Source: an optimization exercise on an open RTL-to-GDS flow (aim: small area and a short achievable clock period). Production flows keep margins and buffers that such runs may drop.
RTL that was checked went through simulation tests only; none was proved equivalent to the original.
For runs 4 to 6 and 8, only the layout was checked, not whether the RTL still works.
No activity file was given, so power comes from the tool's default toggle rates.

`design/flow/config.mk`:
```
export PLATFORM = sky130hd
export DESIGN_NAME = fp_add
export DESIGN_NICKNAME = fp_add
export VERILOG_FILES = /design/flow/design.v
export SDC_FILE = /design/flow/constraint.sdc
export NUM_CORES = 8
export LEC_CHECK = 0
export ABC_AREA = 1
export CAP_MARGIN = 20
export CORE_MARGIN = 2
export CORE_UTILIZATION = 60
export PLACE_DENSITY = 0.75
export SLEW_MARGIN = 20
```
`design/flow/constraint.sdc`:
```
create_clock -name core_clock -period 12.5 [get_ports {clk}]
set_input_delay 2.5000 -clock core_clock [delete_from_list [all_inputs] [get_ports {clk}]]
set_output_delay 2.5000 -clock core_clock [all_outputs]
set_load 0.01 [all_outputs]
```
`design/flow/design.v`:
```
module fp_add #(
    parameter pDATA_WIDTH = 64,
    parameter pEXP_WIDTH  = 11,
    parameter pFRAC_WIDTH = 52
) (
    input  [(pDATA_WIDTH-1):0] in_A,
    input  [(pDATA_WIDTH-1):0] in_B,
    input                      clk,
    input                      rst_n,
    input                      in_valid,
    output [(pDATA_WIDTH-1):0] result,
    output                     out_valid
);
    wire [10:0] ea_s0 = in_A[62:52];
    wire [10:0] eb_s0 = in_B[62:52];
    wire [6:0] dab_s0;
    wire [5:0] dh_s0;
    fpa_add #(.N(7)) u_dab_0 (.a({1'b0, ea_s0[5:0]}), .b({1'b1, ~eb_s0[5:0]}), .ci(1'b1), .s(dab_s0));
    fpa_add #(.N(6)) u_dh_0 (.a({1'b0, ea_s0[10:6]}), .b({1'b1, ~eb_s0[10:6]}), .ci(1'b1), .s(dh_s0));
    wire elt_s0 = dh_s0[5] | (~|dh_s0 & dab_s0[6]);
    reg v_al;
    always @(posedge clk or negedge rst_n)
        if (!rst_n) v_al <= 1'b0;
        else v_al <= in_valid;
    reg [63:0] A_al;
    always @(posedge clk) A_al <= in_A;
    reg [63:0] B_al;
    always @(posedge clk) B_al <= in_B;
    reg [6:0] dab_al;
    always @(posedge clk) dab_al <= dab_s0;
    reg [5:0] dh_al;
    always @(posedge clk) dh_al <= dh_s0;
    reg elt_al;
    always @(posedge clk) elt_al <= elt_s0;
    wire xa_s1 = &A_al[62:52];
    wire xb_s1 = &B_al[62:52];
    wire mza_s1 = ~|A_al[51:0];
    wire mzb_s1 = ~|B_al[51:0];
    wire nan_s1 = (xa_s1 & ~mza_s1) | (xb_s1 & ~mzb_s1) | (xa_s1 & xb_s1 & (A_al[63] ^ B_al[63]));
    wire spec_s1 = xa_s1 | xb_s1;
    wire isg_s1 = xa_s1 ? A_al[63] : B_al[63];
    wire dh0_s1 = ~|dh_al;
    wire dh1_s1 = (dh_al == 6'd1);
    wire dhm_s1 = (dh_al == 6'h3F);
    wire dlz_s1 = ~|dab_al[5:0];
    wire sat_s1 = (~dh_al[5] & ~dh0_s1 & ~dh1_s1) | (dh1_s1 & ~dab_al[6]) | (dh_al[5] & ~dhm_s1) | (dhm_s1 & (dab_al[6] | dlz_s1));
    wire [5:0] ngm_s1 = {|dab_al[4:0], |dab_al[3:0], |dab_al[2:0], |dab_al[1:0], dab_al[0], 1'b0};
    wire [5:0] sh_s1 = dab_al[5:0] ^ ({6{elt_al}} & ngm_s1);
    wire eeq_s1 = dh0_s1 & dlz_s1;
    wire ha_s1 = |A_al[62:52];
    wire hb_s1 = |B_al[62:52];
    wire [52:0] bm_s1 = elt_al ? {hb_s1, B_al[51:0]} : {ha_s1, A_al[51:0]};
    wire [52:0] sm_s1 = elt_al ? {ha_s1, A_al[51:0]} : {hb_s1, B_al[51:0]};
    wire [10:0] be_s1 = elt_al ? B_al[62:52] : A_al[62:52];
    wire mlt_s1;
    fpa_lt #(.N(52)) u_mlt_1 (.a(A_al[51:0]), .b(B_al[51:0]), .lt(mlt_s1));
    wire swap_s1 = elt_al | (eeq_s1 & mlt_s1);
    wire swm_s1 = eeq_s1 & mlt_s1;
    wire sgn_s1 = nan_s1 ? 1'b0 : (spec_s1 ? isg_s1 : (swap_s1 ? B_al[63] : A_al[63]));
    wire sub_s1 = A_al[63] ^ B_al[63];
    wire [55:0] r0_s1 = {sm_s1, 3'b000};
    wire [55:0] r1_s1 = sh_s1[0] ? {1'd0, r0_s1[55:1]} : r0_s1;
    wire t1_s1 = sh_s1[0] & r0_s1[0];
    wire [55:0] r2_s1 = sh_s1[1] ? {2'd0, r1_s1[55:2]} : r1_s1;
    wire t2_s1 = sh_s1[1] & |r1_s1[1:0];
    wire [55:0] r3_s1 = sh_s1[2] ? {4'd0, r2_s1[55:4]} : r2_s1;
    wire t3_s1 = sh_s1[2] & |r2_s1[3:0];
    wire s3_s1 = sh_s1[3] | sat_s1;
    wire s4_s1 = sh_s1[4] | sat_s1;
    wire s5_s1 = sh_s1[5] | sat_s1;
    wire [55:0] r4_s1 = s3_s1 ? {8'd0, r3_s1[55:8]} : r3_s1;
    wire t4_s1 = s3_s1 & |r3_s1[7:0];
    wire [55:0] r5_s1 = s4_s1 ? {16'd0, r4_s1[55:16]} : r4_s1;
    wire t5_s1 = s4_s1 & |r4_s1[15:0];
    wire [55:0] r6_s1 = s5_s1 ? {32'd0, r5_s1[55:32]} : r5_s1;
    wire t6_s1 = s5_s1 & |r5_s1[31:0];
    wire [55:0] al_s1 = {r6_s1[55:1], r6_s1[0] | t1_s1 | t2_s1 | t3_s1 | t4_s1 | t5_s1 | t6_s1};
    wire [10:0] be1_s1;
    fpa_inc #(.N(11)) u_be1_1 (.a(be_s1), .ci(1'b1), .s(be1_s1), .co());
    reg v_add;
    always @(posedge clk or negedge rst_n)
        if (!rst_n) v_add <= 1'b0;
        else v_add <= v_al;
    reg [55:0] al_add;
    always @(posedge clk) al_add <= al_s1;
    reg [10:0] be1_add;
    always @(posedge clk) be1_add <= be1_s1;
    reg [52:0] bm_add;
    always @(posedge clk) bm_add <= bm_s1;
    reg nan_add;
    always @(posedge clk) nan_add <= nan_s1;
    reg sgn_add;
    always @(posedge clk) sgn_add <= sgn_s1;
    reg spec_add;
    always @(posedge clk) spec_add <= spec_s1;
    reg sub_add;
    always @(posedge clk) sub_add <= sub_s1;
    reg swm_add;
    always @(posedge clk) swm_add <= swm_s1;
    wire ib_s2 = sub_add & swm_add;
    wire ia_s2 = sub_add & ~swm_add;
    wire [56:0] sum0_s2;
    fpa_add #(.N(57)) u_add_2 (.a({1'b0, bm_add, 3'b000} ^ {57{ib_s2}}), .b({1'b0, al_add} ^ {57{ia_s2}}), .ci(sub_add), .s(sum0_s2));
    wire [56:0] sum_s2 = spec_add ? {1'b1, 51'd0, nan_add, 4'd0} : sum0_s2;
    wire [10:0] bex_s2 = spec_add ? 11'h7FF : be1_add;
    reg v_n1;
    always @(posedge clk or negedge rst_n)
        if (!rst_n) v_n1 <= 1'b0;
        else v_n1 <= v_add;
    reg [10:0] bex_n1;
    always @(posedge clk) bex_n1 <= bex_s2;
    reg sgn_n1;
    always @(posedge clk) sgn_n1 <= sgn_add;
    reg [56:0] sum_n1;
    always @(posedge clk) sum_n1 <= sum_s2;
    wire z5_s3 = ~|sum_n1[56:25];
    wire [56:0] n1_s3 = z5_s3 ? {sum_n1[24:0], 32'd0} : sum_n1;
    wire z4_s3 = ~|n1_s3[56:41];
    wire [56:0] n2_s3 = z4_s3 ? {n1_s3[40:0], 16'd0} : n1_s3;
    wire [10:0] eh_s3;
    fpa_add #(.N(11)) u_eh_3 (.a(bex_n1), .b({5'b11111, ~z5_s3, ~z4_s3, 4'b1111}), .ci(1'b1), .s(eh_s3));
    wire z3_s4 = ~|n2_s3[56:49];
    wire [56:0] n3_s4 = z3_s4 ? {n2_s3[48:0], 8'd0} : n2_s3;
    wire z2_s5 = ~|n3_s4[56:53];
    wire [56:0] n4_s5 = z2_s5 ? {n3_s4[52:0], 4'd0} : n3_s4;
    reg v_n4;
    always @(posedge clk or negedge rst_n)
        if (!rst_n) v_n4 <= 1'b0;
        else v_n4 <= v_n1;
    reg [10:0] eh_n4;
    always @(posedge clk) eh_n4 <= eh_s3;
    reg [56:0] n4_n4;
    always @(posedge clk) n4_n4 <= n4_s5;
    reg sgn_n4;
    always @(posedge clk) sgn_n4 <= sgn_n1;
    reg z2_n4;
    always @(posedge clk) z2_n4 <= z2_s5;
    reg z3_n4;
    always @(posedge clk) z3_n4 <= z3_s4;
    wire z1_s6 = ~|n4_n4[56:55];
    wire [56:0] n5_s6 = z1_s6 ? {n4_n4[54:0], 2'd0} : n4_n4;
    wire z0_s6 = ~n5_s6[56];
    wire [56:0] n6_s6 = z0_s6 ? {n5_s6[55:0], 1'd0} : n5_s6;
    wire zero_s6 = ~n6_s6[56];
    wire [10:0] e1_s6;
    fpa_add #(.N(11)) u_e1_6 (.a(eh_n4), .b({7'b1111111, ~z3_n4, ~z2_n4, ~z1_s6, ~z0_s6}), .ci(1'b1), .s(e1_s6));
    wire rup_s6 = n6_s6[3] & (n6_s6[4] | |n6_s6[2:0]);
    wire [51:0] fm_s6 = n6_s6[55:4];
    wire [10:0] fe_s6 = zero_s6 ? 11'd0 : e1_s6;
    wire fs_s6 = sgn_n4 & ~zero_s6;
    wire fr_s6 = rup_s6;
    wire [62:0] mr_s7;
    fpa_inc #(.N(63)) u_inc_7 (.a({fe_s6, fm_s6}), .ci(fr_s6), .s(mr_s7), .co());
    wire [63:0] res_s7 = {fs_s6, mr_s7};
    reg v_o;
    always @(posedge clk or negedge rst_n)
        if (!rst_n) v_o <= 1'b0;
        else v_o <= v_n4;
    reg [63:0] res_o;
    always @(posedge clk) res_o <= res_s7;
    assign result = res_o;
    assign out_valid = v_o;
endmodule
module fpa_add #(parameter N = 8) (
    input  [N-1:0] a,
    input  [N-1:0] b,
    input          ci,
    output [N-1:0] s
);
    localparam M = N + 1;
    localparam L = (M <= 2) ? 1 : (M <= 4) ? 2 : (M <= 8) ? 3 : (M <= 16) ? 4 : (M <= 32) ? 5 : (M <= 64) ? 6 : 7;
    wire [M-1:0] g0 = {a & b, ci};
    wire [M-1:0] p0 = {a ^ b, 1'b0};
    wire [(L+1)*M-1:0] G, P;
    assign G[M-1:0] = g0;
    assign P[M-1:0] = p0;
    genvar l, i;
    generate
        for (l = 0; l < L; l = l + 1) begin : lv
            for (i = 0; i < M; i = i + 1) begin : bt
                if ((i >> l) & 1) begin : c
                    assign G[(l+1)*M+i] = G[l*M+i] | (P[l*M+i] & G[l*M+((i>>l)<<l)-1]);
                    assign P[(l+1)*M+i] = P[l*M+i] & P[l*M+((i>>l)<<l)-1];
                end else begin : w
                    assign G[(l+1)*M+i] = G[l*M+i];
                    assign P[(l+1)*M+i] = P[l*M+i];
                end
            end
        end
    endgenerate
    assign s = p0[M-1:1] ^ G[L*M +: N];
endmodule
module fpa_inc #(parameter N = 8) (
    input  [N-1:0] a,
    input          ci,
    output [N-1:0] s,
    output         co
);
    localparam M = N + 1;
    localparam L = (M <= 2) ? 1 : (M <= 4) ? 2 : (M <= 8) ? 3 : (M <= 16) ? 4 : (M <= 32) ? 5 : (M <= 64) ? 6 : 7;
    wire [(L+1)*M-1:0] P;
    assign P[M-1:0] = {a, ci};
    genvar l, i;
    generate
        for (l = 0; l < L; l = l + 1) begin : lv
            for (i = 0; i < M; i = i + 1) begin : bt
                if ((i >> l) & 1) begin : c
                    assign P[(l+1)*M+i] = P[l*M+i] & P[l*M+((i>>l)<<l)-1];
                end else begin : w
                    assign P[(l+1)*M+i] = P[l*M+i];
                end
            end
        end
    endgenerate
    assign s = a ^ P[L*M +: N];
    assign co = P[L*M+N];
endmodule
module fpa_lt #(parameter N = 8) (
    input  [N-1:0] a,
    input  [N-1:0] b,
    output         lt
);
    localparam L = (N <= 2) ? 1 : (N <= 4) ? 2 : (N <= 8) ? 3 : (N <= 16) ? 4 : (N <= 32) ? 5 : (N <= 64) ? 6 : 7;
    localparam W = 1 << L;
    wire [W-1:0] g0 = {{(W-N){1'b0}}, ~a & b};
    wire [W-1:0] e0 = {{(W-N){1'b1}}, ~(a ^ b)};
    wire [2*W-1:0] G, E;
    assign G[W +: W] = g0;
    assign E[W +: W] = e0;
    genvar i;
    generate
        for (i = 1; i < W; i = i + 1) begin : nd
            assign G[i] = G[2*i+1] | (E[2*i+1] & G[2*i]);
            assign E[i] = E[2*i+1] & E[2*i];
        end
    endgenerate
    assign lt = G[1];
endmodule
```
`design/flow/flow/run.sh`:
```
#!/bin/bash
bash standard.sh ADDER_MAP_FILE= SETUP_SLACK_MARGIN=9.0 \
  "CTS_ARGS=-sink_clustering_enable -repair_clock_nets -sink_clustering_size 16 -sink_clustering_max_diameter 60 -dont_use_dummy_load -buf_list sky130_fd_sc_hd__clkbuf_8 -root_buf sky130_fd_sc_hd__clkbuf_16" \
  POST_GLOBAL_PLACE_TCL=$PWD/flow/post_gpl.tcl "BUFFER_PORTS_ARGS=-buffer_cell sky130_fd_sc_hd__buf_1" finish > standard.log 2>&1
```
`design/flow/flow/post_gpl.tcl`:
```
# POST_GLOBAL_PLACE hook: every port got a buf_1 buffer (BUFFER_PORTS_ARGS); make the
# output ports' buffers buf_2, which drive the output load faster.
foreach port [get_ports -filter "direction == output"] {
  set net [get_nets [get_full_name $port]]
  foreach pin [get_pins -of_objects $net -filter "direction == output"] {
    set inst [get_cells -of_objects $pin]
    if {[get_property $inst ref_name] eq "sky130_fd_sc_hd__buf_1"} {
      replace_cell $inst sky130_fd_sc_hd__buf_2
    }
  }
}
```
`design/flow/standard.sh`:
```
#!/bin/bash
# synth_recipe.tcl (not shown) runs the flow's synth.tcl, then flattens the netlist and writes it again
# the make line also repeats each setting of config.mk as NAME=value (left out here)
make -C /OpenROAD-flow-scripts/flow DESIGN_CONFIG=/design/flow/config.mk WORK_HOME=/design/flow/orfs CLKGATE_MAP_FILE= SYNTH_SCRIPT=/design/flow/synth_recipe.tcl "${@:-finish}"
```
==> out/metrics.yaml, run 1 <==
crit_family: "flip-flops"
run_status: "finished clean"
worstMarginPinSlew_ns: 1.179
ys_ff_latch: 476
dpl.hpwl_mm: 54.78
grt_pass1_wl_mm: 111.6
grt_max_degree: 116
cts-buffers-inserted: 40
cp-end-kind: "primary output"
path_buf_inv: 1
clkLatencyLatePin_ns: 0.55
synthesis.nets: 4136
yosys-mux-area-fraction: 0.01966
synthAdderAreaFrac: 0
startpoint_type: "flip-flop"
nets: 4246
cts_hold_buf: 0
slowest_stage: "dfxtp_1"
synth_top_family_by_area: "simple AND/OR/NAND/NOR gates"
dr.pass1.iters: 8
yosysSeqAreaShare: 0.3608
arrival_ns: 1.03
die_h_um: 214.1
yosys-top-cells-area: "dfxtp_1 36%, nand2_1 17%, o21ai_0 6.8%"
final_antenna_net_count: 0
overflow: 0
vias_per_cell: 5.310
ys_types: 64
synth-simple-area-share: 0.3241
cts_buffer_depth: 3
critPathMaxFanout: 1
critPathRequiredTime_ns: 10.00
slew_violations: 0
clkTransAtPathRegs_ns: 0.09
synth_top_area_cell: "dfxtp_1"
yosysTopAreaCellShare: 0.3561
synth_compound_area_frac: 0.1288
ctsRootBufferMaster: "clkbuf_16"
port_buffers: 195
min_period_ns: 3.527
hold_class: "reg2reg"
antenna_found_initial: 0
skew_ns: 0.06850
ios: 196
drive_gt1_frac: 0.08315
setup_tns_ns: 0
dr_total_vias: 24950
first_iter_violations: 2365
htreeDepth: 2
maxSlewHeadroom: 0.2068
max_freq_mhz: 283.6
max_stage_delay_ns: 0.33
powerDensity_nw_per_um2: 184.7
synth_ff_type: "dfxtp_1"
rsz0062_at_grt: "true"
synthCells: 4005
synth-edff-count: 0
post_drt_wl_per_cell_um: 15.45
cts_tree: "built"
synthXorXnorAreaFrac: 0.06771
syn_area_per_cell_um2: 6.612
fp.dieW_um: 214.1
worstSetupPathType: "reg2out"
syn_to_final_growth_pct: 8.751
rows: 76
async_flop_share: 0.01050
grt_pass1_vias: 21900
final_util: 0.6641
p_leak_nw: 14.16
ir_drop_v: 0.0001094
yosys_warnings: 1
drc: 0
cp_cell_sequence: "buf_2"
totalWireLength_mm: 72.57
clock-sinks: 476
cap_violations: 0
setup_viol: 0
start_util: 0.6107
dieArea_um2: 45830
track_usage: 0.2995
hold_violations: 0
coreArea_um2: 43360
synth_area_um2: 26480
antennaDiodeCount: 0
post-route-period-util: 0.2821
stage by stage:
step | std cells | power, mW | setup WS, ns | cell area, µm² | hold WS [ns]
detailed placement | 4635 | 4.361 | 8.243 | 27340 | 0.3121
global route | 4698 | 5.715 | 8.948 | 28800 | 0.3121
CTS | 4678 | 5.195 | 8.957 | 28130 | 0.3067
floorplan | 4005 | 3.778 | 8.811 | 26520 | 0.3096
global placement | 4635 | 4.322 | 8.362 | 27260 | 0.3103
finish | 4698 | 5.318 | 8.973 | 28800 | 0.3100
synthesized netlist by cell type, drive strengths merged (2+ instances only):
| cell | count |
|---|---|
| nand2 | 1242 |
| dfxtp | 471 |
| o21ai | 447 |
| inv | 446 |
| nor2 | 343 |
| nand3 | 228 |
| xor2 | 148 |
| a21oi | 114 |
| buf | 98 |
| clkbuf | 72 |
| or2 | 58 |
| xnor2 | 55 |
| mux2i | 52 |
| nand4 | 44 |
| nor3 | 43 |
| nor4 | 38 |
| o21a | 15 |
| a31oi | 12 |
| o21bai | 11 |
| o22ai | 11 |
| a21boi | 10 |
| and2 | 10 |
| dfrtp | 5 |
| nand3b | 5 |
| o211ai | 5 |
| and3 | 3 |
| nor3b | 3 |
| a31o | 2 |
| clkinv | 2 |
| o31ai | 2 |
cells in the final DEF, fill, tap and decap left out, types with 12 or more instances in the layout:
cell	count
a21oi_1	109
buf_1	129
buf_2	40
buf_4	12
buf_6	29
clkbuf_8	37
dfxtp_1	441
dfxtp_2	27
inv_1	425
inv_2	17
mux2i_1	52
nand2_1	1225
nand3_1	227
nand4_1	43
nor2_1	317
nor2_2	16
nor3_1	37
nor4_1	32
o21a_1	15
o21ai_0	342
o21ai_1	93
o21ai_2	12
or2_2	55
xnor2_1	53
xor2_1	145
worst paths after layout:
| kind | startpoint | end | slack, ns | depth (start not counted) |
|---|---|---|---|---|
| worst max-delay path | res_o[33] | result[33] | 8.97 | 1 |
| worst min-delay path | sgn_n1 | sgn_n4 | 0.31 | 0 |
| worst max register to register | dab_al[2] | al_add[0] | 9.22 | 19 |
| worst min register to register | sgn_n1 | sgn_n4 | 0.31 | 0 |
| max in group asynchronous | rst_n | v_n4 | 10.49 | 1 |
| min in group asynchronous | rst_n | v_add | 1.79 | 1 |
report_power, final:
group | internal [mW] | switching (mW) | leakage [nW]
sequential | 1.88 | 0.208 | 4.01
combinational | 0.847 | 1.58 | 9.84
clock | 0.324 | 0.482 | 0.313
total | 3.05 | 2.27 | 14.2
repair_timing:
item | in CTS | in global routing
gates cloned | 1 | 11
gates resized for setup | 42 | 115
pin swaps | 1 | 8
setup buffers | 2 | 9
endpoints found under the setup margin | 208 | 206
cell type report:
type,instances,area [µm²]
repair buffers,232,1546
flip-flops and latches,476,9599
clock buffers,40,606.8
well taps,585,732.0
inverters,448,1698
multi-input cells,2917,14610
fillers,4059,14570
routing by layer:
metal	up-vias	GRT usage	wire length (µm)
met5	-	0	0
met4	0	0.08704	1831
met3	117	0.05872	6063
met2	920	0.4672	31570
met1	11000	0.4212	33100
li1	12910	-	-
cells by family (layout without fill, tap and decap cells):
family                    count (synthesis)  after routing
and+or+nand+nor                        2019           2025
buffers and inverters                   618            720
DFF                                     476            476
muxes                                    52             52
xor gates and xnor gates                203            203
AOI/OAI and AO/OA                       637            637
flip-flops by register name, indices dropped and copies added (netlist names), 6 cells and up:
name / cells
A_al: 64
B_al: 64
al_add: 56
be1_add: 11
bex_n1: 11
bm_add: 53
dab_al: 7
dh_al: 6
eh_n4: 11
n4_n4: 57
res_o: 64
sum_n1: 57
==> run 2: changes to the inputs <==
==> design/flow/flow/run.sh (replaced) <==
#!/bin/bash
bash standard.sh ADDER_MAP_FILE= SETUP_SLACK_MARGIN=9.05 \
  "CTS_ARGS=-sink_clustering_enable -repair_clock_nets -sink_clustering_size 16 -sink_clustering_max_diameter 60 -dont_use_dummy_load -buf_list sky130_fd_sc_hd__clkbuf_8 -root_buf sky130_fd_sc_hd__clkbuf_16" \
  POST_GLOBAL_PLACE_TCL=$PWD/flow/post_gpl.tcl "BUFFER_PORTS_ARGS=-buffer_cell sky130_fd_sc_hd__buf_1" finish > standard.log 2>&1
==> out/metrics.yaml, run 2 <==
cp_cell_sequence: "buf_2"
crit_family: "flip-flops"
crit_end: "out_valid"
ir_drop_v: 0.0001132
layout.cells.non_filler: 4705
synth_area_um2: 26480
clock-sinks: 476
yosysSeqAreaShare: 0.3608
ys_ff_latch: 476
synthCells: 4005
powerDensity_nw_per_um2: 186.6
port_buffers: 195
critPathRequiredTime_ns: 10.00
setup_viol: 0
final_common_cell: "nand2_1"
synth_top_area_cell: "dfxtp_1"
htreeDepth: 2
ys_types: 64
cts-buffers-inserted: 41
r2r-end: "al_add[10]"
skew_ns: 0.06922
run_status: "finished clean"
drc: 0
yosys-top-cells-area: "dfxtp_1 36%, nand2_1 17%, o21ai_0 6.8%"
grt_max_degree: 113
setup_tns_ns: 0
final_antenna_net_count: 0
drive_gt1_frac: 0.08544
worstSetupPathType: "reg2out"
synth_most_common_cell: "nand2_1"
rsz0062_at_grt: "true"
overflow: 0
placedCellCount: 4635
max_stage_delay_ns: 0.36
antennaDiodeCount: 0
hold_violations: 0
layout_common_cells: "1225 x nand2_1, 445 x dfxtp_1, 421 x inv_1, 342 x o21ai_0, 318 x nor2_1"
fp.dieW_um: 214.1
cts_tree: "built"
clkLatencyLatePin_ns: 0.55
cp-end-kind: "primary output"
cts_buffer_depth: 3
worstMarginPinSlew_ns: 1.205
cts_hold_buf: 0
min_period_ns: 3.509
p_int_mw: 3.062
maxSlewHeadroom: 0.1891
vias_per_cell: 5.340
path_buf_inv: 1
critPathMaxFanout: 1
track_usage: 0.3145
startpoint_type: "flip-flop"
rows: 76
reg2regPathDepth: 9
crit_path_start: "v_o"
share_comb_of_total_power: 0.458
grt_pass1_wl_mm: 116.9
yosys_warnings: 1
dr_total_vias: 25120
r2r-start: "elt_al"
cp.depth: 1
async_flop_share: 0.01050
post-route-period-util: 0.2808
power.switching_mw: 2.314
p_leak_nw: 14.19
antenna_found_initial: 2
r2r_slack_ns: 9.12
arrival_ns: 1.01
ys_top_cells_by_count: "1228 x nand2_1, 471 x dfxtp_1, 428 x inv_1"
ctsRootBufferMaster: "clkbuf_16"
max_freq_mhz: 284.9
dpl.hpwl_mm: 56.64
p_sw_frac: 0.4304
cap_violations: 0
ios: 196
dieArea_um2: 45830
totalWireLength_mm: 75.73
reg_top3: "A_al x64, B_al x64, res_o x64"
die_h_um: 214.1
yosysTopAreaCellShare: 0.3561
coreArea_um2: 43360
synthesis.nets: 4136
pwr-share-clk: 0.152
clkTransAtPathRegs_ns: 0.09
synth_ff_type: "dfxtp_1"
slowest_stage: "dfrtp_1"
syn_to_final_growth_pct: 8.812
slew_violations: 0
hold_class: "reg2reg"
post_drt_wl_per_cell_um: 16.10
dr.pass1.iters: 7
syn_area_per_cell_um2: 6.612
first_iter_violations: 2373
grt_pass1_vias: 22310
synth-edff-count: 0
nets: 4253
start_util: 0.6107
pwr-share-seq: 0.390
## run 2: changes by cell type in the layout (fill, tap and decap cells not counted), moves of 3 or more
cell,change
buf_4,+7
nand2_8,-3
dfxtp_2,-3
buf_6,-3
dfxtp_1,+4
buf_12,+3
inv_1,-4
buf_2,+5
## run 2: metrics by stage
step	power [mW]	hold WS [ns]	worst slack (ns)	instance area [µm²]	utilization
after floorplan	3.778	0.3096	8.811	26530	-
after global placement	4.353	0.3101	8.348	27260	0.6288
after detailed placement	4.388	0.3121	8.363	27350	0.6306
after CTS	5.238	0.3336	8.961	28220	0.6509
after global routing	5.770	0.3376	8.948	28810	0.6645
final	5.376	0.3336	8.991	28810	0.6645
## run 2: how the worst min path moves through the flow
| stage | slack [ns] | startpoint | cells after the start | end |
|---|---|---|---|---|
| after floorplan | 0.31 | bex_n1[0] | 0 | eh_n4[0] |
| after global placement | 0.31 | bex_n1[3] | 0 | eh_n4[3] |
| after detailed placement | 0.31 | bex_n1[2] | 0 | eh_n4[2] |
| after CTS | 0.33 | sgn_n1 | 0 | sgn_n4 |
| after global routing | 0.34 | sgn_n1 | 0 | sgn_n4 |
| final | 0.33 | sgn_n1 | 0 | sgn_n4 |
## run 2: cell families after synthesis
kind of cell / share of synthesized area
AND/OR/NAND/NOR: 0.3241
AO/OA/AOI/OAI: 0.1288
buffers and inverters: 0.09899
flip-flops: 0.3608
XOR/XNOR: 0.06771
multiplexers: 0.01966
## run 2: power groups by stage
| stage | Clock, mW | Combinational, mW | Sequential (mW) |
|---|---|---|---|
| finish | 0.819 | 2.46 | 2.10 |
| global placement | 0 | 2.24 | 2.11 |
| CTS | 0.832 | 2.33 | 2.08 |
| global route | 0.888 | 2.76 | 2.12 |
| detailed placement | 0 | 2.28 | 2.11 |
| floorplan | 0 | 1.70 | 2.07 |
## run 2: timing repair
item | in CTS | in global routing
setup buffers | 4 | 15
gates cloned | 2 | 8
endpoints found under the setup margin | 228 | 186
gates resized for setup | 50 | 101
pin swaps | 2 | 10
## run 2: layout make-up
cell class,instances,area (µm²)
Fill cell,4049,14550
Multi-Input combinational cell,2914,14550
Clock buffer,41,620.6
Sequential cell,476,9592
Tap cell,585,732.0
Timing Repair Buffer,240,1593
Timing Repair inverter,1,5.005
Inverter,448,1720
## run 2: layer usage
| layer | GRT usage | routed length, µm |
|---|---|---|
| met2 | 0.4839 | 32240 |
| met5 | 0 | 0 |
| met1 | 0.4532 | 34950 |
| met3 | 0.05603 | 6355 |
| met4 | 0.08611 | 2187 |
==> run 3: changes to the inputs <==
==> design/flow/flow/run.sh (replaced) <==
#!/bin/bash
bash standard.sh ADDER_MAP_FILE= SETUP_SLACK_MARGIN=8.9 \
  "CTS_ARGS=-sink_clustering_enable -repair_clock_nets -sink_clustering_size 16 -sink_clustering_max_diameter 60 -dont_use_dummy_load -buf_list sky130_fd_sc_hd__clkbuf_8 -root_buf sky130_fd_sc_hd__clkbuf_16" \
  POST_GLOBAL_PLACE_TCL=$PWD/flow/post_gpl.tcl "BUFFER_PORTS_ARGS=-buffer_cell sky130_fd_sc_hd__buf_1" finish > standard.log 2>&1
--- a/design/flow/config.mk
+++ b/design/flow/config.mk
@@ -9,5 +9,5 @@
 export CAP_MARGIN = 20
 export CORE_MARGIN = 2
-export CORE_UTILIZATION = 60
-export PLACE_DENSITY = 0.75
+export CORE_UTILIZATION = 65
+export PLACE_DENSITY = 0.8
 export SLEW_MARGIN = 20
==> out/metrics.yaml, run 3 <==
run_status: "finished clean"
drc: 0
critPathMaxFanout: 1
multi_input_area_um2: 14530
powerDensity_nw_per_um2: 185.1
clkLatencyLatePin_ns: 0.56
path_buf_inv: 1
fp.dieW_um: 205.8
worstSetupPathType: "reg2out"
totalWireLength_mm: 72.78
synth-edff-count: 0
r2r-end: "sum_n1[39]"
grt_pass1_wl_mm: 113.5
syn_area_per_cell_um2: 6.612
max_freq_mhz: 282.5
skew_ns: 0.06075
cap_violations: 0
critPathRequiredTime_ns: 10.00
htreeDepth: 2
synthCells: 4005
synth_ff_type: "dfxtp_1"
crit_path_start: "res_o[47]"
grt_pass1_vias: 22150
synth_top_area_cell: "dfxtp_1"
crit_end: "result[47]"
post-route-period-util: 0.2832
final_area_um2: 28300
arrival_ns: 1.04
synth_most_common_cell: "nand2_1"
syn_to_final_growth_pct: 6.880
cts_buffer_depth: 3
vias_per_cell: 5.415
hold_class: "reg2reg"
rows: 73
die_h_um: 205.8
reg2regPathDepth: 19
slew_violations: 0
yosys-top-cells-area: "dfxtp_1 36%, nand2_1 17%, o21ai_0 6.8%"
clock-sinks: 476
dr_total_vias: 25090
dr.pass1.iters: 8
final_common_cell: "nand2_1"
track_usage: 0.3397
dpl.hpwl_mm: 55.66
reg_top3: "A_al x64, B_al x64, res_o x64"
start_util: 0.6619
hold_violations: 0
dieArea_um2: 42370
ys_top_cells_by_count: "1228 x nand2_1, 471 x dfxtp_1, 428 x inv_1"
cts_tree: "built"
cts-buffers-inserted: 39
cp_cell_sequence: "buf_2"
max_stage_delay_ns: 0.35
ys_types: 64
rsz0062_at_grt: "true"
maxSlewHeadroom: 0.1416
min_period_ns: 3.540
clkTransAtPathRegs_ns: 0.10
yosysSeqAreaShare: 0.3608
crit_family: "flip-flops"
final_antenna_net_count: 0
ios: 196
slowest_stage: "dfxtp_1"
cp.depth: 1
ys_ff_latch: 476
placed_area_um2: 27280
drive_gt1_frac: 0.07449
yosys_warnings: 1
async_flop_share: 0.01050
cts_hold_buf: 0
regArea_um2: 9565
port_buffers: 195
coreArea_um2: 40010
setup_viol: 0
post_drt_wl_per_cell_um: 15.71
r2r_slack_ns: 9.08
layout_common_cells: "1226 x nand2_1, 468 x dfxtp_1, 423 x inv_1, 352 x o21ai_0, 319 x nor2_1"
nets: 4241
synth_area_um2: 26480
ir_drop_v: 0.0001289
cp-end-kind: "primary output"
synthesis.nets: 4136
setup_tns_ns: 0
p_leak_nw: 13.99
antennaDiodeCount: 0
overflow: 0
startpoint_type: "flip-flop"
grt_max_degree: 110
yosysTopAreaCellShare: 0.3561
ctsRootBufferMaster: "clkbuf_16"
r2r-start: "swm_add"
fillerInstances: 3582
antenna_found_initial: 0
first_iter_violations: 2775
worstMarginPinSlew_ns: 1.276
-- run 3: cells by family (layout without fill, tap and decap cells) --
logic type	after synthesis	count (layout)	synth area share
multiplexers	52	52	0.01966
AND/OR/NAND/NOR	2019	2023	0.3241
AO/OA/AOI/OAI	637	637	0.1288
XOR/XNOR	203	203	0.06771
buffers and inverters	618	717	0.09899
flip-flops	476	476	0.3608
-- run 3: layer usage --
layer,vias to the layer above,global-route usage,share of wire
met4,0,0.09362,0.028
li1,12890,-,-
met3,128,0.07761,0.096
met5,-,0,0
met1,11120,0.4728,0.45
met2,945,0.5287,0.43
-- run 3: through the flow --
step	total power [mW]	utilization	hold slack [ns]	setup slack, ns	std cells
finish	5.239	0.7074	0.2952	8.960	4633
floorplan	3.778	-	0.3096	8.811	4005
global placement	4.325	0.6799	0.3102	8.408	4577
detailed placement	4.375	0.6819	0.3121	8.313	4577
CTS	5.181	0.7010	0.2937	8.908	4623
global route	5.640	0.7074	0.3072	8.771	4633
-- run 3: area by class of cell --
type / instances / share of cell area
clock buffers: 39 / 0.02096
repair buffers: 228 / 0.04359
flip-flops and latches: 476 / 0.3380
well taps: 525 / 0.02321
repair inverters: 2 / 0.0005305
inverters: 448 / 0.06039
multi-input cells: 2915 / 0.5133
-- run 3: where the power goes --
group | switching, mW | internal [mW]
sequential | 0.205 | 1.87
combinational | 1.58 | 0.788
clock | 0.480 | 0.318
total | 2.26 | 2.97
-- run 3: repair_timing --
item,4_1_cts,5_1_grt
gates resized for setup,31,40
pin swaps,2,2
buffers inserted,3,6
cloned,4,4
setup endpoints to repair,153,129
-- run 3: how the worst min path moves through the flow --
stage | from | to | slack, ns | depth (start not counted)
final | sgn_add | sgn_n1 | 0.30 | 0
after global routing | sgn_add | sgn_n1 | 0.31 | 0
after CTS | sgn_add | sgn_n1 | 0.29 | 0
after detailed placement | sgn_add | sgn_n1 | 0.31 | 0
after global placement | bex_n1[2] | eh_n4[2] | 0.31 | 0
after floorplan | bex_n1[0] | eh_n4[0] | 0.31 | 0
==> run 4: changes to the inputs <==
--- a/design/flow/design.v
+++ b/design/flow/design.v
@@ -50,7 +50,8 @@
     wire ha_s1 = |A_al[62:52];
     wire hb_s1 = |B_al[62:52];
-    wire [52:0] bm_s1 = elt_al ? {hb_s1, B_al[51:0]} : {ha_s1, A_al[51:0]};
+    wire ebm_s1 = dh_al[5] | (dh0_s1 & dab_al[6]);
+    wire [52:0] bm_s1 = ebm_s1 ? {hb_s1, B_al[51:0]} : {ha_s1, A_al[51:0]};
     wire [52:0] sm_s1 = elt_al ? {ha_s1, A_al[51:0]} : {hb_s1, B_al[51:0]};
-    wire [10:0] be_s1 = elt_al ? B_al[62:52] : A_al[62:52];
+    wire [10:0] be_s1 = ebm_s1 ? B_al[62:52] : A_al[62:52];
     wire mlt_s1;
     fpa_lt #(.N(52)) u_mlt_1 (.a(A_al[51:0]), .b(B_al[51:0]), .lt(mlt_s1));
==> out/metrics.yaml, run 4 <==
run_status: "finished clean"
setup_slack_ns: 8.932
ys_top_cells_by_count: "1252 x nand2_1, 471 x dfxtp_1, 426 x inv_1"
dr.pass1.iters: 7
cts-buffers-inserted: 39
critPathRequiredTime_ns: 10.00
synthesis.nets: 4189
rows: 73
max_stage_delay_ns: 0.40
r2r-start: "sum_n1[40]"
syn_area_per_cell_um2: 6.535
post_drt_wl_per_cell_um: 16.03
reg_top3: "A_al x64, B_al x64, res_o x64"
clkTransAtPathRegs_ns: 0.09
grt_max_degree: 109
ys_ff_latch: 476
final_util: 0.7083
hp-start: "sgn_add"
cp-end-kind: "primary output"
path_buf_inv: 1
start_util: 0.6629
ctsRootBufferMaster: "clkbuf_16"
p_leak_nw: 13.95
r2r-end: "n4_n4[52]"
ir_drop_v: 0.0001488
p_total_mw: 5.192
cts_buffer_depth: 3
setup_viol: 0
grt_pass1_wl_mm: 115.8
final_common_cell: "nand2_1"
layout_common_cells: "1249 x nand2_1, 468 x dfxtp_1, 424 x inv_1, 365 x o21ai_0, 340 x nor2_1"
max_freq_mhz: 280.3
hold_class: "reg2reg"
placed_area_um2: 27320
async_flop_share: 0.01050
htreeDepth: 2
final_area_um2: 28340
nets: 4291
critPathMaxFanout: 1
coreArea_um2: 40010
synth_area_um2: 26520
hold_violations: 0
cap_violations: 0
dr_total_vias: 25560
ys_types: 65
syn_to_final_growth_pct: 6.850
final_antenna_net_count: 0
place_ws_ns: 8.350
worstSetupPathType: "reg2out"
crit_family: "flip-flops"
dpl.hpwl_mm: 57.28
synth-edff-count: 0
synthCells: 4058
min_period_ns: 3.568
port_buffers: 195
clkLatencyLatePin_ns: 0.56
synth_ff_type: "dfxtp_1"
startpoint_type: "flip-flop"
holdPathStages: 0
drc: 0
clock-sinks: 476
cp_cell_sequence: "buf_6"
synth_top_area_cell: "dfxtp_1"
totalWireLength_mm: 75.07
cts_hold_buf: 0
hold_end: "sgn_n1"
overflow: 0
crit_path_start: "v_o"
track_usage: 0.3451
yosysTopAreaCellShare: 0.3555
cts_tree: "built"
vias_per_cell: 5.457
fp.dieW_um: 206.0
yosys_warnings: 1
maxSlewHeadroom: 0.4170
r2r_slack_ns: 9.09
post-route-period-util: 0.2855
skew_ns: 0.06220
slowest_stage: "dfrtp_1"
grt_pass1_vias: 22670
yosys-top-cells-area: "dfxtp_1 36%, nand2_1 18%, o21ai_0 7.1%"
antennaDiodeCount: 0
powerDensity_nw_per_um2: 183.2
cp.depth: 1
antenna_found_initial: 3
dieArea_um2: 42430
arrival_ns: 1.07
rsz0062_at_grt: "true"
first_iter_violations: 2720
die_h_um: 206.0
reg2regPathDepth: 20
setup_tns_ns: 0
drive_gt1_frac: 0.07263
ios: 196
yosysSeqAreaShare: 0.3603
synth_most_common_cell: "nand2_1"
worstMarginPinSlew_ns: 0.8653
slew_violations: 0
## run 4: cell types whose count changed after synthesis, sizes merged, moves of 11 or more
cell    previous run  this run
buf               98        87
nand2           1242      1278
nor2             343       357
mux2i             52        22
clkbuf            72        83
nand3            228       256
## run 4: worst max path at each step
stage,end
global placement,n4_n4[52]
floorplan,elt_al
finish,out_valid
CTS,out_valid
global route,al_add[0]
detailed placement,n4_n4[52]
## run 4: metal layers
metal / share of wire / global-route usage / vias up
met2: 0.43 / 0.5258 / 1038
met5: 0 / 0 / -
met4: 0.033 / 0.1196 / 0
li1: - / - / 13040
met1: 0.45 / 0.4827 / 11320
met3: 0.094 / 0.07411 / 164
## run 4: what timing repair did
| action | 4_1_cts | 5_1_grt |
|---|---|---|
| gates cloned | 1 | 7 |
| resized for setup | 22 | 48 |
| setup endpoints to repair | 130 | 144 |
| pin swaps | 2 | 4 |
| buffers inserted | 1 | 7 |
## run 4: logic make-up after synthesis
family,count (synthesis),share of synthesized area
flops,476,0.3603
compound gates,641,0.1287
simple gates,2099,0.3378
mux,22,0.008445
buf+inv,617,0.09775
xor+xnor,203,0.06704
## run 4: area by class of cell
type | instances | area (µm²)
multi-input cells | 2970 | 14580
fillers | 3529 | 11670
flip-flops and latches | 476 | 9560
inverters | 447 | 1707
repair buffers | 226 | 1239
well taps | 525 | 656.9
clock buffers | 39 | 593.1
## run 4: report_power, final
group,total [mW],switching (mW),internal [mW]
Clock,0.800,0.482,0.318
Sequential,2.08,0.216,1.86
Combinational,2.32,1.55,0.769
## run 4: stage by stage
stage          hold slack [ns]  std cells
2_1_floorplan           0.3096       4058
3_3_place_gp            0.3104       4628
3_5_place_dp            0.3121       4628
4_1_cts                 0.3111       4669
5_1_grt                 0.3064       4683
6_report                0.3097       4683
==> run 5: changes to the inputs <==
--- a/design/flow/config.mk
+++ b/design/flow/config.mk
@@ -9,5 +9,5 @@
 export CAP_MARGIN = 20
 export CORE_MARGIN = 2
-export CORE_UTILIZATION = 65
-export PLACE_DENSITY = 0.8
+export CORE_UTILIZATION = 60
+export PLACE_DENSITY = 0.75
 export SLEW_MARGIN = 20
==> out/metrics.yaml, run 5 <==
start_util: 0.6037
r2r-start: "sum_n1[25]"
async_flop_share: 0.01050
synth_most_common_cell: "nand2_1"
die_h_um: 214.2
skew_ns: 0.04918
final_antenna_net_count: 0
nets: 4299
grt_max_degree: 117
totalWireLength_mm: 75.10
post-route-period-util: 0.2834
fillerInstances: 4219
port_buffers: 195
synthAdderAreaFrac: 0
yosys_warnings: 1
dpl.hpwl_mm: 57.19
post_drt_wl_per_cell_um: 15.78
dr_total_vias: 25350
vias_per_cell: 5.325
reg2regPathDepth: 21
setup_tns_ns: 0
coreArea_um2: 43930
synthCells: 4058
p_leak_nw: 13.94
final_area_um2: 28470
cts-buffers-inserted: 41
layout_common_cells: "1246 x nand2_1, 468 x dfxtp_1, 424 x inv_1, 356 x o21ai_0, 340 x nor2_1"
powerDensity_nw_per_um2: 182.6
met1_usage: 0.4274
slew_violations: 0
final_common_cell: "nand2_1"
ios: 196
synth-edff-count: 0
yosys-top-cells-area: "dfxtp_1 36%, nand2_1 18%, o21ai_0 7.1%"
max_freq_mhz: 282.3
synthXorXnorAreaFrac: 0.06704
overflow: 0
ctsRootBufferMaster: "clkbuf_16"
slowest_stage: "dfrtp_1"
cp.depth: 1
setup_slack_ns: 8.957
track_usage: 0.3124
syn_area_per_cell_um2: 6.535
cts_tree: "built"
antenna_found_initial: 2
reg_top3: "A_al x64, B_al x64, res_o x64"
htreeDepth: 2
clkTransAtPathRegs_ns: 0.10
synthesis.nets: 4189
cp-end-kind: "primary output"
use_met3: 0.05589
clkLatencyLatePin_ns: 0.55
place_ws_ns: 8.337
synth_top_area_cell: "dfxtp_1"
cp_cell_sequence: "buf_2"
ys_ff_latch: 476
arrival_ns: 1.04
cap_violations: 0
first_iter_violations: 2315
ys_top_cells_by_count: "1252 x nand2_1, 471 x dfxtp_1, 426 x inv_1"
startpoint_type: "flip-flop"
synth-simple-area-share: 0.3378
yosysSeqAreaShare: 0.3603
rows: 77
drc: 0
crit_path_start: "v_o"
rsz0062_at_grt: "true"
maxSlewHeadroom: 0.3479
synth_area_um2: 26520
r2r_slack_ns: 9.11
grt_pass1_wl_mm: 115.5
critPathMaxFanout: 1
path_buf_inv: 1
worstMarginPinSlew_ns: 0.9748
dieArea_um2: 45900
critPathRequiredTime_ns: 10.00
r2r-end: "n4_n4[25]"
grt_pass1_vias: 22350
crit_end: "out_valid"
worstSetupPathType: "reg2out"
synth_compound_area_frac: 0.1287
ir_drop_v: 0.0001039
drive_gt1_frac: 0.07585
crit_family: "flip-flops"
synth_top_family_by_area: "simple AND/OR/NAND/NOR gates"
min_period_ns: 3.543
ys_types: 65
hold_class: "reg2reg"
synth_ff_type: "dfxtp_1"
met2_usage: 0.5048
max_stage_delay_ns: 0.36
setup_viol: 0
fp.dieW_um: 214.2
dr.pass1.iters: 6
top_usage_layer: "met2"
syn_to_final_growth_pct: 7.346
clock-sinks: 476
yosys-mux-area-fraction: 0.008445
yosysTopAreaCellShare: 0.3555
placed_area_um2: 27400
hold_violations: 0
run_status: "finished clean"
cts_buffer_depth: 3
[run 5: cell counts after synthesis]
No cell type changed its count.
[run 5: layout make-up]
class                      instances  area, µm²  share of cell area
antenna                            2      5.005           0.0001758
timing repair buffer             226       1157             0.04065
sequential                       476       9558              0.3357
clock buffer                      41      620.6             0.02180
timing repair inverter             1      5.005           0.0001758
tap                              592      740.7             0.02602
multi-input combinational       2975      14670              0.5152
inverter                         447       1714             0.06021
[run 5: kinds of logic after synthesis]
kind of cell	count (synthesis)
xor gates and xnor gates	203
DFF	476
and+or+nand+nor	2099
muxes	22
buffers and inverters	617
AOI/OAI and AO/OA	641
[run 5: stage by stage]
step	util	cells	hold WS [ns]	power (mW)
2_1_floorplan	-	4058	0.3096	3.716
3_3_place_gp	0.6218	4694	0.3125	4.271
3_5_place_dp	0.6236	4694	0.3121	4.307
4_1_cts	0.6404	4740	0.3335	5.138
5_1_grt	0.6479	4758	0.3447	5.588
6_report	0.6480	4760	0.3338	5.199
[run 5: report_power, final]
group          leakage, nW  switching [mW]  internal (mW)
registers             4.01           0.199           1.86
clock network        0.320           0.481          0.331
logic                 9.61            1.55          0.775
total                 13.9            2.23           2.97
[run 5: how the worst min path moves through the flow]
stage                          from       end  slack, ns  depth (start not counted)
after global placement      sgn_add    sgn_n1       0.31                          0
final                        sgn_n1    sgn_n4       0.33                          0
after global routing      bex_n1[3]  eh_n4[3]       0.34                          0
after CTS                    sgn_n1    sgn_n4       0.33                          0
after floorplan           bex_n1[0]  eh_n4[0]       0.31                          0
after detailed placement     sgn_n1    sgn_n4       0.31                          0
[run 5: routing by layer]
metal | vias to the layer above | wire length, µm | share of wire
met4 | 0 | 2306 | 0.031
li1 | 13060 | - | -
met5 | - | 0 | 0
met3 | 148 | 6152 | 0.082
met1 | 11230 | 33420 | 0.45
met2 | 912 | 33220 | 0.44
[run 5: repair_timing]
item / in CTS / in global routing
cloned: 4 / 7
buffers inserted: 1 / 11
setup endpoints to repair: 117 / 115
endpoints found under the hold margin: 0 / 0
pin swaps: 2 / 7
hold buffers: 0 / 0
gates resized for setup: 25 / 63
==> run 6: changes to the inputs <==
==> design/flow/flow/run.sh (replaced) <==
#!/bin/bash
bash standard.sh ADDER_MAP_FILE= SETUP_SLACK_MARGIN=8.95 \
  "CTS_ARGS=-sink_clustering_enable -repair_clock_nets -sink_clustering_size 16 -sink_clustering_max_diameter 60 -dont_use_dummy_load -buf_list sky130_fd_sc_hd__clkbuf_8 -root_buf sky130_fd_sc_hd__clkbuf_16" \
  POST_GLOBAL_PLACE_TCL=$PWD/flow/post_gpl.tcl "BUFFER_PORTS_ARGS=-buffer_cell sky130_fd_sc_hd__buf_1" finish > standard.log 2>&1
==> out/metrics.yaml, run 6 <==
run_status: "finished clean"
track_usage: 0.3123
yosys_warnings: 1
dr_total_vias: 25470
critPathMaxFanout: 1
clock-sinks: 476
synth_top_family_by_area: "simple AND/OR/NAND/NOR gates"
critPathRequiredTime_ns: 10.00
synthesis.nets: 4189
antennaDiodeCount: 0
final_common_cell: "nand2_1"
arrival_ns: 1.04
grt_pass1_wl_mm: 115.5
htreeDepth: 2
rsz0062_at_grt: "true"
cp_cell_sequence: "buf_2"
hold_class: "reg2reg"
drc: 0
worstMarginPinSlew_ns: 1.025
slew_violations: 0
first_iter_violations: 2357
hold_violations: 0
nets: 4305
p_int_mw: 2.971
grt_max_degree: 117
ctsRootBufferMaster: "clkbuf_16"
yosysSeqAreaShare: 0.3603
cts-buffers-inserted: 41
ys_top_cells_by_count: "1252 x nand2_1, 471 x dfxtp_1, 426 x inv_1"
share_comb_of_total_power: 0.449
p_sw_frac: 0.4295
ys_types: 65
power.switching_mw: 2.237
min_period_ns: 3.544
synth_most_common_cell: "nand2_1"
p_leak_nw: 13.99
fillerInstances: 4212
start_util: 0.6037
synth_top_area_cell: "dfxtp_1"
post-route-period-util: 0.2835
port_buffers: 195
multi_input_area_um2: 14700
worstSetupPathType: "reg2out"
reg_top3: "A_al x64, B_al x64, res_o x64"
vias_per_cell: 5.347
syn_area_per_cell_um2: 6.535
cap_violations: 0
fp.dieW_um: 214.2
startpoint_type: "flip-flop"
final_antenna_net_count: 0
grt_pass1_vias: 22350
die_h_um: 214.2
pwr-share-seq: 0.395
setup_viol: 0
skew_ns: 0.05431
dieArea_um2: 45900
ir_drop_v: 0.0001041
synthAdderAreaFrac: 0
cts_hold_buf: 0
layout_common_cells: "1245 x nand2_1, 468 x dfxtp_1, 423 x inv_1, 355 x o21ai_0, 340 x nor2_1"
powerDensity_nw_per_um2: 182.2
cp-end-kind: "primary output"
slowest_stage: "dfrtp_1"
yosys-top-cells-area: "dfxtp_1 36%, nand2_1 18%, o21ai_0 7.1%"
yosysTopAreaCellShare: 0.3555
setup_tns_ns: 0
dr.pass1.iters: 6
coreArea_um2: 43930
synth_area_um2: 26520
ios: 196
synth_ff_type: "dfxtp_1"
rows: 77
p_total_mw: 5.208
synthXorXnorAreaFrac: 0.06704
path_buf_inv: 1
crit_family: "flip-flops"
cts_buffer_depth: 3
clkTransAtPathRegs_ns: 0.10
yosys-mux-area-fraction: 0.008445
ys_ff_latch: 476
overflow: 0
synth_compound_area_frac: 0.1287
maxSlewHeadroom: 0.3104
max_freq_mhz: 282.2
synth-edff-count: 0
synthCells: 4058
totalWireLength_mm: 75.61
async_flop_share: 0.01050
clkLatencyLatePin_ns: 0.55
cts_tree: "built"
post_drt_wl_per_cell_um: 15.87
drive_gt1_frac: 0.07790
pwr-share-clk: 0.156
synth-simple-area-share: 0.3378
dpl.hpwl_mm: 57.19
regArea_um2: 9558
syn_to_final_growth_pct: 7.803
max_stage_delay_ns: 0.36
antenna_found_initial: 2
==> run 6: cell counts after synthesis <==
No cell type changed its count.
==> run 6: cell families (layout without fill, tap and decap cells) <==
| group | Yosys count | count (layout) |
|---|---|---|
| XOR/XNOR | 203 | 203 |
| buffers and inverters | 617 | 721 |
| multiplexers | 22 | 22 |
| flip-flops | 476 | 476 |
| AND/OR/NAND/NOR | 2099 | 2109 |
| AO/OA/AOI/OAI | 641 | 641 |
==> run 6: area by class of cell <==
cell class,instances,share of cell area
clock buffers,41,0.02171
inverters,447,0.06026
multi-input cells,2975,0.5142
flip-flops and latches,476,0.3343
well taps,592,0.02591
repair buffers,232,0.04341
repair inverters,1,0.0001751
==> run 6: final timing paths <==
check,start,cells after the start,slack [ns],end
max reg2reg,sum_n1[25],21,9.19,n4_n4[44]
max in group asynchronous,rst_n,1,10.50,v_o
max,v_o,1,8.96,out_valid
min in group asynchronous,rst_n,1,1.79,v_n4
min,sgn_n1,0,0.33,sgn_n4
min reg2reg,sgn_n1,0,0.33,sgn_n4
==> run 6: what timing repair did <==
| action | 4_1_cts | 5_1_grt |
|---|---|---|
| setup endpoints to repair | 140 | 125 |
| setup buffers | 1 | 16 |
| endpoints found under the hold margin | 0 | 0 |
| pin swaps | 2 | 11 |
| cloned | 4 | 8 |
| resized for setup | 34 | 67 |
==> run 6: per-layer routing <==
metal	vias to the layer above	track usage	routed length, µm
li1	13070	-	-
met1	11330	0.4271	33470
met2	895	0.5042	33250
met3	170	0.05589	6333
met4	0	0.09468	2555
met5	-	0	0
==> run 6: per-stage QoR <==
stage                     instances  area (µm²)  worst slack, ns  hold slack (ns)    util
after floorplan                4058       26550            8.793           0.3096       -
after global placement         4694       27310            8.464           0.3125  0.6218
after detailed placement       4694       27400            8.337           0.3121  0.6236
after CTS                      4740       28150            8.933           0.3335  0.6408
after global routing           4764       28590            8.903           0.3447  0.6508
final                          4764       28590            8.956           0.3336  0.6508
==> run 6: power groups by stage <==
stage	clock [mW]	combinational [mW]	sequential [mW]
2_1_floorplan	0	1.65	2.07
3_3_place_gp	0	2.18	2.09
3_5_place_dp	0	2.22	2.08
4_1_cts	0.828	2.26	2.05
5_1_grt	0.888	2.62	2.08
6_report	0.811	2.34	2.06
==> run 7: changes to the inputs <==
--- a/design/flow/design.v
+++ b/design/flow/design.v
@@ -50,8 +50,7 @@
     wire ha_s1 = |A_al[62:52];
     wire hb_s1 = |B_al[62:52];
-    wire ebm_s1 = dh_al[5] | (dh0_s1 & dab_al[6]);
-    wire [52:0] bm_s1 = ebm_s1 ? {hb_s1, B_al[51:0]} : {ha_s1, A_al[51:0]};
+    wire [52:0] bm_s1 = elt_al ? {hb_s1, B_al[51:0]} : {ha_s1, A_al[51:0]};
     wire [52:0] sm_s1 = elt_al ? {ha_s1, A_al[51:0]} : {hb_s1, B_al[51:0]};
-    wire [10:0] be_s1 = ebm_s1 ? B_al[62:52] : A_al[62:52];
+    wire [10:0] be_s1 = elt_al ? B_al[62:52] : A_al[62:52];
     wire mlt_s1;
     fpa_lt #(.N(52)) u_mlt_1 (.a(A_al[51:0]), .b(B_al[51:0]), .lt(mlt_s1));
==> design/flow/flow/run.sh (replaced) <==
#!/bin/bash
bash standard.sh ADDER_MAP_FILE= SETUP_SLACK_MARGIN=8.9 \
  "CTS_ARGS=-sink_clustering_enable -repair_clock_nets -sink_clustering_size 14 -sink_clustering_max_diameter 50 -balance_levels -dont_use_dummy_load -buf_list sky130_fd_sc_hd__clkbuf_8 -root_buf sky130_fd_sc_hd__clkbuf_16" \
  POST_GLOBAL_PLACE_TCL=$PWD/flow/post_gpl.tcl "BUFFER_PORTS_ARGS=-buffer_cell sky130_fd_sc_hd__buf_1" finish > standard.log 2>&1
--- a/design/flow/config.mk
+++ b/design/flow/config.mk
@@ -10,4 +10,3 @@
 export CORE_MARGIN = 2
 export CORE_UTILIZATION = 60
-export PLACE_DENSITY = 0.75
 export SLEW_MARGIN = 20
==> out/metrics.yaml, run 7 <==
nets: 4252
clkLatencyLatePin_ns: 0.58
slew_violations: 0
cts_hold_buf: 0
placed_area_um2: 27360
final_antenna_net_count: 0
first_iter_violations: 2547
synth_ff_type: "dfxtp_1"
share_comb_of_total_power: 0.444
layout_common_cells: "1226 x nand2_1, 468 x dfxtp_1, 425 x inv_1, 349 x o21ai_0, 319 x nor2_1"
vias_per_cell: 5.310
maxSlewHeadroom: 0.3630
p_total_mw: 5.360
yosys_warnings: 1
hp-start: "sgn_add"
hold_class: "reg2reg"
port_buffers: 195
post-route-period-util: 0.2814
yosys-top-cells-area: "dfxtp_1 36%, nand2_1 17%, o21ai_0 6.8%"
hold_violations: 0
reg_top3: "A_al x64, B_al x64, res_o x64"
place_ws_ns: 8.400
hold_ws_ns: 0.3200
final_area_um2: 28580
powerDensity_nw_per_um2: 187.6
synth_top_family_by_area: "simple AND/OR/NAND/NOR gates"
synthesis.nets: 4136
grt_max_degree: 113
p_sw_frac: 0.4278
critPathMaxFanout: 1
r2r_slack_ns: 9.06
grt_pass1_wl_mm: 116.1
ys_ff_latch: 476
final_common_cell: "nand2_1"
overflow: 0
run_status: "finished clean"
r2r-start: "elt_al"
coreArea_um2: 43360
cp.depth: 1
cp_cell_sequence: "buf_2"
pwr-share-seq: 0.387
startpoint_type: "flip-flop"
hold_end: "sgn_n1"
synth_most_common_cell: "nand2_1"
pwr-share-clk: 0.169
p_leak_nw: 14.12
clkTransAtPathRegs_ns: 0.08
dr_total_vias: 24980
post_drt_wl_per_cell_um: 15.80
holdPathStages: 0
yosysSeqAreaShare: 0.3608
min_period_ns: 3.518
setup_slack_ns: 8.982
synth_compound_area_frac: 0.1288
async_flop_share: 0.01050
synth-edff-count: 0
grt_pass1_vias: 22110
synthAdderAreaFrac: 0
reg2regPathDepth: 18
htreeDepth: 2
p_int_mw: 3.067
cts_tree: "built"
dr.pass1.iters: 6
clock-sinks: 476
path_buf_inv: 1
cap_violations: 0
drc: 0
worstSetupPathType: "reg2out"
cp-end-kind: "primary output"
synth-simple-area-share: 0.3241
syn_to_final_growth_pct: 7.920
dpl.hpwl_mm: 56.99
cts_buffer_depth: 3
dieArea_um2: 45830
cts-buffers-inserted: 52
synth_top_area_cell: "dfxtp_1"
max_stage_delay_ns: 0.32
skew_ns: 0.05592
power.switching_mw: 2.293
layout.cells.non_filler: 4705
start_util: 0.6107
critPathRequiredTime_ns: 10.00
max_freq_mhz: 284.3
rows: 76
final_util: 0.6590
rsz0062_at_grt: "true"
totalWireLength_mm: 74.34
die_h_um: 214.1
antenna_found_initial: 1
arrival_ns: 1.02
yosys-mux-area-fraction: 0.01966
r2r-end: "al_add[0]"
worstMarginPinSlew_ns: 0.9468
ir_drop_v: 0.0001133
ios: 196
track_usage: 0.3134
synth_area_um2: 26480
ys_types: 64
drive_gt1_frac: 0.07672
setup_tns_ns: 0
slowest_stage: "dfxtp_1"
ctsRootBufferMaster: "clkbuf_16"
setup_viol: 0
fp.dieW_um: 214.1
yosysTopAreaCellShare: 0.3561
placedCellCount: 4638
synthXorXnorAreaFrac: 0.06771
synthCells: 4005
syn_area_per_cell_um2: 6.612
crit_family: "flip-flops"
ys_top_cells_by_count: "1228 x nand2_1, 471 x dfxtp_1, 428 x inv_1"
-- run 7: changes by cell type after synthesis, moves of 6 or more --
cell | before | now
buf_6 | 20 | 26
clkbuf_1 | 83 | 72
mux2i_1 | 21 | 52
nand2_1 | 1252 | 1228
nand2_2 | 21 | 12
nand3_1 | 255 | 228
nor2_1 | 341 | 322
nor2_2 | 10 | 16
o21ai_0 | 376 | 361
-- run 7: cell type report --
type / instances / area (µm²)
tap: 585 / 732.0
inverter: 448 / 1702
multi-input combinational: 2914 / 14520
sequential: 476 / 9565
timing repair inverter: 1 / 5.005
timing repair buffer: 228 / 1280
antenna: 1 / 2.502
clock buffer: 52 / 772.0
fill: 4158 / 14790
-- run 7: power groups by stage --
stage                     Sequential [mW]  Combinational, mW  Clock, mW
after floorplan                      2.07               1.70          0
after global placement               2.10               2.26          0
after detailed placement             2.10               2.29          0
after CTS                            2.07               2.32      0.929
after global routing                 2.11               2.68      0.992
final                                2.07               2.38      0.908
-- run 7: per-layer routing --
layer	vias to the layer above	GRT usage	routed length (µm)
met4	2	0.07708	1655
met5	-	0	11
met3	119	0.06298	6653
met1	11020	0.4590	34840
met2	916	0.4723	31190
li1	12930	-	-
-- run 7: repair_timing --
| item | in CTS | in global routing |
|---|---|---|
| setup endpoints to repair | 150 | 131 |
| endpoints found under the hold margin | 0 | 0 |
| pin swaps | 0 | 3 |
| setup buffers | 1 | 6 |
| gates resized for setup | 23 | 57 |
| gates cloned | 0 | 7 |
-- run 7: logic make-up (layout without fill, tap and decap cells) --
kind of cell / count (synthesis) / count (layout)
AO/OA/AOI/OAI: 637 / 637
XOR/XNOR: 203 / 203
buffers and inverters: 618 / 729
flip-flops: 476 / 476
multiplexers: 52 / 52
other: 0 / 1
AND/OR/NAND/NOR: 2019 / 2022
-- run 7: worst max-delay path by stage --
| stage | from | end | slack (ns) |
|---|---|---|---|
| 6_report | res_o[33] | result[33] | 8.98 |
| 3_3_place_gp | elt_al | al_add[0] | 8.45 |
| 3_5_place_dp | sub_add | sum_n1[39] | 8.40 |
| 2_1_floorplan | in_A[59] | elt_al | 8.81 |
| 4_1_cts | elt_al | al_add[0] | 8.91 |
| 5_1_grt | dab_al[0] | al_add[0] | 8.85 |
==> run 8: changes to the inputs <==
--- a/design/flow/design.v
+++ b/design/flow/design.v
@@ -151,5 +151,5 @@
     wire fr_s6 = rup_s6;
     wire [62:0] mr_s7;
-    fpa_inc #(.N(63)) u_inc_7 (.a({fe_s6, fm_s6}), .ci(fr_s6), .s(mr_s7), .co());
+    fpa_incb #(.N(63), .B(4)) u_inc_7 (.a({fe_s6, fm_s6}), .ci(fr_s6), .s(mr_s7));
     wire [63:0] res_s7 = {fs_s6, mr_s7};
     reg v_o;
@@ -161,4 +161,33 @@
     assign result = res_o;
     assign out_valid = v_o;
+endmodule
+module fpa_incb #(parameter N = 8, parameter B = 4) (
+    input  [N-1:0] a,
+    input          ci,
+    output [N-1:0] s
+);
+    localparam NB = (N + B - 1) / B;
+    wire [NB*B-1:0] ax = {{(NB*B-N){1'b0}}, a};
+    wire [NB-1:0] ball;
+    wire [NB-1:0] ps;
+    genvar i, j;
+    generate
+        for (i = 0; i < NB; i = i + 1) begin : bl
+            assign ball[i] = &ax[i*B +: B];
+        end
+    endgenerate
+    fpa_inc #(.N(NB)) u_pre (.a(ball), .ci(ci), .s(ps), .co());
+    wire [NB*B-1:0] sx;
+    generate
+        for (i = 0; i < NB; i = i + 1) begin : bs
+            wire [B:0] c;
+            assign c[0] = ps[i] ^ ball[i];
+            for (j = 0; j < B; j = j + 1) begin : bt
+                assign c[j+1] = c[j] & ax[i*B+j];
+                assign sx[i*B+j] = ax[i*B+j] ^ c[j];
+            end
+        end
+    endgenerate
+    assign s = sx[N-1:0];
 endmodule
 module fpa_add #(parameter N = 8) (
==> design/flow/flow/run.sh (replaced) <==
#!/bin/bash
bash standard.sh ADDER_MAP_FILE= SETUP_SLACK_MARGIN=8.9 \
  "CTS_ARGS=-sink_clustering_enable -repair_clock_nets -sink_clustering_size 16 -sink_clustering_max_diameter 60 -dont_use_dummy_load -buf_list sky130_fd_sc_hd__clkbuf_8 -root_buf sky130_fd_sc_hd__clkbuf_16" \
  POST_GLOBAL_PLACE_TCL=$PWD/flow/post_gpl.tcl "BUFFER_PORTS_ARGS=-buffer_cell sky130_fd_sc_hd__buf_1" finish > standard.log 2>&1
--- a/design/flow/config.mk
+++ b/design/flow/config.mk
@@ -10,3 +10,4 @@
 export CORE_MARGIN = 2
 export CORE_UTILIZATION = 60
+export PLACE_DENSITY = 0.75
 export SLEW_MARGIN = 20
==> out/metrics.yaml, run 8 <==
hp-start: "sgn_add"
ys_types: 59
cts_buffer_depth: 3
worstSetupPathType: "reg2out"
grt_pass1_wl_mm: 112.5
hold_violations: 0
crit_end: "out_valid"
yosysSeqAreaShare: 0.3612
synthXorXnorAreaFrac: 0.07095
holdPathStages: 0
die_h_um: 214.0
nets: 4244
synth-edff-count: 0
multi_input_area_um2: 14500
crit_path_start: "v_o"
yosys_warnings: 1
overflow: 0
drc: 0
startpoint_type: "flip-flop"
cp_cell_sequence: "buf_2"
maxSlewHeadroom: 0.2239
track_usage: 0.3029
cp-end-kind: "primary output"
reg_top3: "A_al x64, B_al x64, res_o x64"
antenna_found_initial: 2
setup_viol: 0
r2r-end: "al_add[0]"
port_buffers: 195
drive_gt1_frac: 0.08100
final_area_um2: 28220
critPathRequiredTime_ns: 10.00
setup_tns_ns: 0
slew_violations: 0
clkLatencyLatePin_ns: 0.57
dr.pass1.iters: 6
cts-buffers-inserted: 42
totalWireLength_mm: 71.33
synthCells: 4003
dpl.hpwl_mm: 54.51
synthAdderAreaFrac: 0.0003784
first_iter_violations: 2056
path_buf_inv: 1
placed_area_um2: 27230
ys_ff_latch: 476
r2r-start: "dab_al[0]"
fp.dieW_um: 214.0
ctsRootBufferMaster: "clkbuf_16"
crit_family: "flip-flops"
critPathMaxFanout: 1
synth_top_area_cell: "dfxtp_1"
max_freq_mhz: 281.1
yosys-top-cells-area: "dfxtp_1 36%, nand2_1 18%, o21ai_0 6.6%"
synthesis.nets: 4134
final_common_cell: "nand2_1"
skew_ns: 0.07812
clock-sinks: 476
powerDensity_nw_per_um2: 183.7
cap_violations: 0
htreeDepth: 2
yosysTopAreaCellShare: 0.3565
synth_top_family_by_area: "simple AND/OR/NAND/NOR gates"
layout_common_cells: "1292 x nand2_1, 466 x dfxtp_1, 414 x inv_1, 344 x o21ai_0, 323 x nor2_1"
ir_drop_v: 0.0001062
synth_compound_area_frac: 0.1256
slowest_stage: "dfrtp_1"
grt_max_degree: 115
coreArea_um2: 43270
antennaDiodeCount: 0
r2r_slack_ns: 8.99
hold_ws_ns: 0.3381
post_drt_wl_per_cell_um: 15.19
ys_top_cells_by_count: "1294 x nand2_1, 471 x dfxtp_1, 415 x inv_1"
syn_area_per_cell_um2: 6.608
rows: 76
synth_area_um2: 26450
min_period_ns: 3.557
start_util: 0.6114
clkTransAtPathRegs_ns: 0.10
p_leak_nw: 13.97
grt_pass1_vias: 22250
synth-simple-area-share: 0.3263
yosys-mux-area-fraction: 0.01670
regArea_um2: 9563
run_status: "finished clean"
synth_most_common_cell: "nand2_1"
rsz0062_at_grt: "true"
vias_per_cell: 5.203
cts_tree: "built"
dr_total_vias: 24430
arrival_ns: 1.06
ios: 196
async_flop_share: 0.01050
synth_ff_type: "dfxtp_1"
post-route-period-util: 0.2846
worstMarginPinSlew_ns: 1.153
fillerInstances: 4108
cp.depth: 1
syn_to_final_growth_pct: 6.703
cts_hold_buf: 0
dieArea_um2: 45780
hold_class: "reg2reg"
final_antenna_net_count: 0
reg2regPathDepth: 20
max_stage_delay_ns: 0.37
[run 8: changes by cell type in the layout (fill, tap and decap cells not counted), moves of 8 or more]
cell	previous run	this run
a21oi_1	110	100
nor4_1	32	22
xor2_1	145	160
mux2i_1	52	43
o21ai_2	12	23
o21ai_1	86	78
nand3_1	228	198
nand2_1	1226	1292
xnor2_1	54	43
inv_1	425	414
clkbuf_8	50	38
[run 8: stage by stage]
step                setup WS, ns  total power, mW  cells  utilization
floorplan                  8.793            3.742   4003            -
global placement           7.868            4.280   4637       0.6275
detailed placement         7.795            4.318   4637       0.6294
CTS                        8.886            5.166   4692       0.6490
global route               8.750            5.594   4696       0.6523
finish                     8.943            5.186   4696       0.6523
[run 8: area by class of cell]
class / count / share of cell area
Tap cell: 585 / 0.02593
Timing Repair Buffer: 222 / 0.03994
Sequential cell: 476 / 0.3388
Multi-Input combinational cell: 2931 / 0.5137
Clock buffer: 42 / 0.02248
Inverter: 440 / 0.05909
[run 8: kinds of logic after synthesis]
logic type / count (synthesis)
buffers and inverters: 603
DFF: 476
and+or+nand+nor: 2053
muxes: 44
adders and majority gates: 1
xor gates and xnor gates: 210
AOI/OAI and AO/OA: 616
[run 8: power breakdown]
group | total (mW) | switching, mW | internal (mW)
Clock | 0.823 | 0.485 | 0.338
Sequential | 2.08 | 0.210 | 1.87
Combinational | 2.29 | 1.51 | 0.775
Total | 5.19 | 2.20 | 2.98
[run 8: worst min path at each step]
stage               endpoint
floorplan           eh_n4[0]
global placement    eh_n4[0]
detailed placement  eh_n4[0]
CTS                   sgn_n1
global route        eh_n4[0]
finish                sgn_n1
[run 8: routing by layer]
layer | share of wire | global-route usage | wire [µm]
met1 | 0.42 | 0.3748 | 30250
met2 | 0.47 | 0.5176 | 33250
met3 | 0.059 | 0.04473 | 4222
met4 | 0.051 | 0.1450 | 3609
met5 | 0 | 0 | 0
[run 8: timing repair]
item / CTS / global route
cloned: 3 / 4
resized for setup: 17 / 31
pin swaps: 4 / 6
setup endpoints to repair: 158 / 121
setup buffers: 10 / 0

Setup slack of run 8, layout unchanged: 8.943 ns with ideal ports, 8.884 ns with driving cells assumed (clock clkbuf_16, inputs buf_2), 8.508 ns with port delays also shifted by the 0.593 ns mid clock arrival.
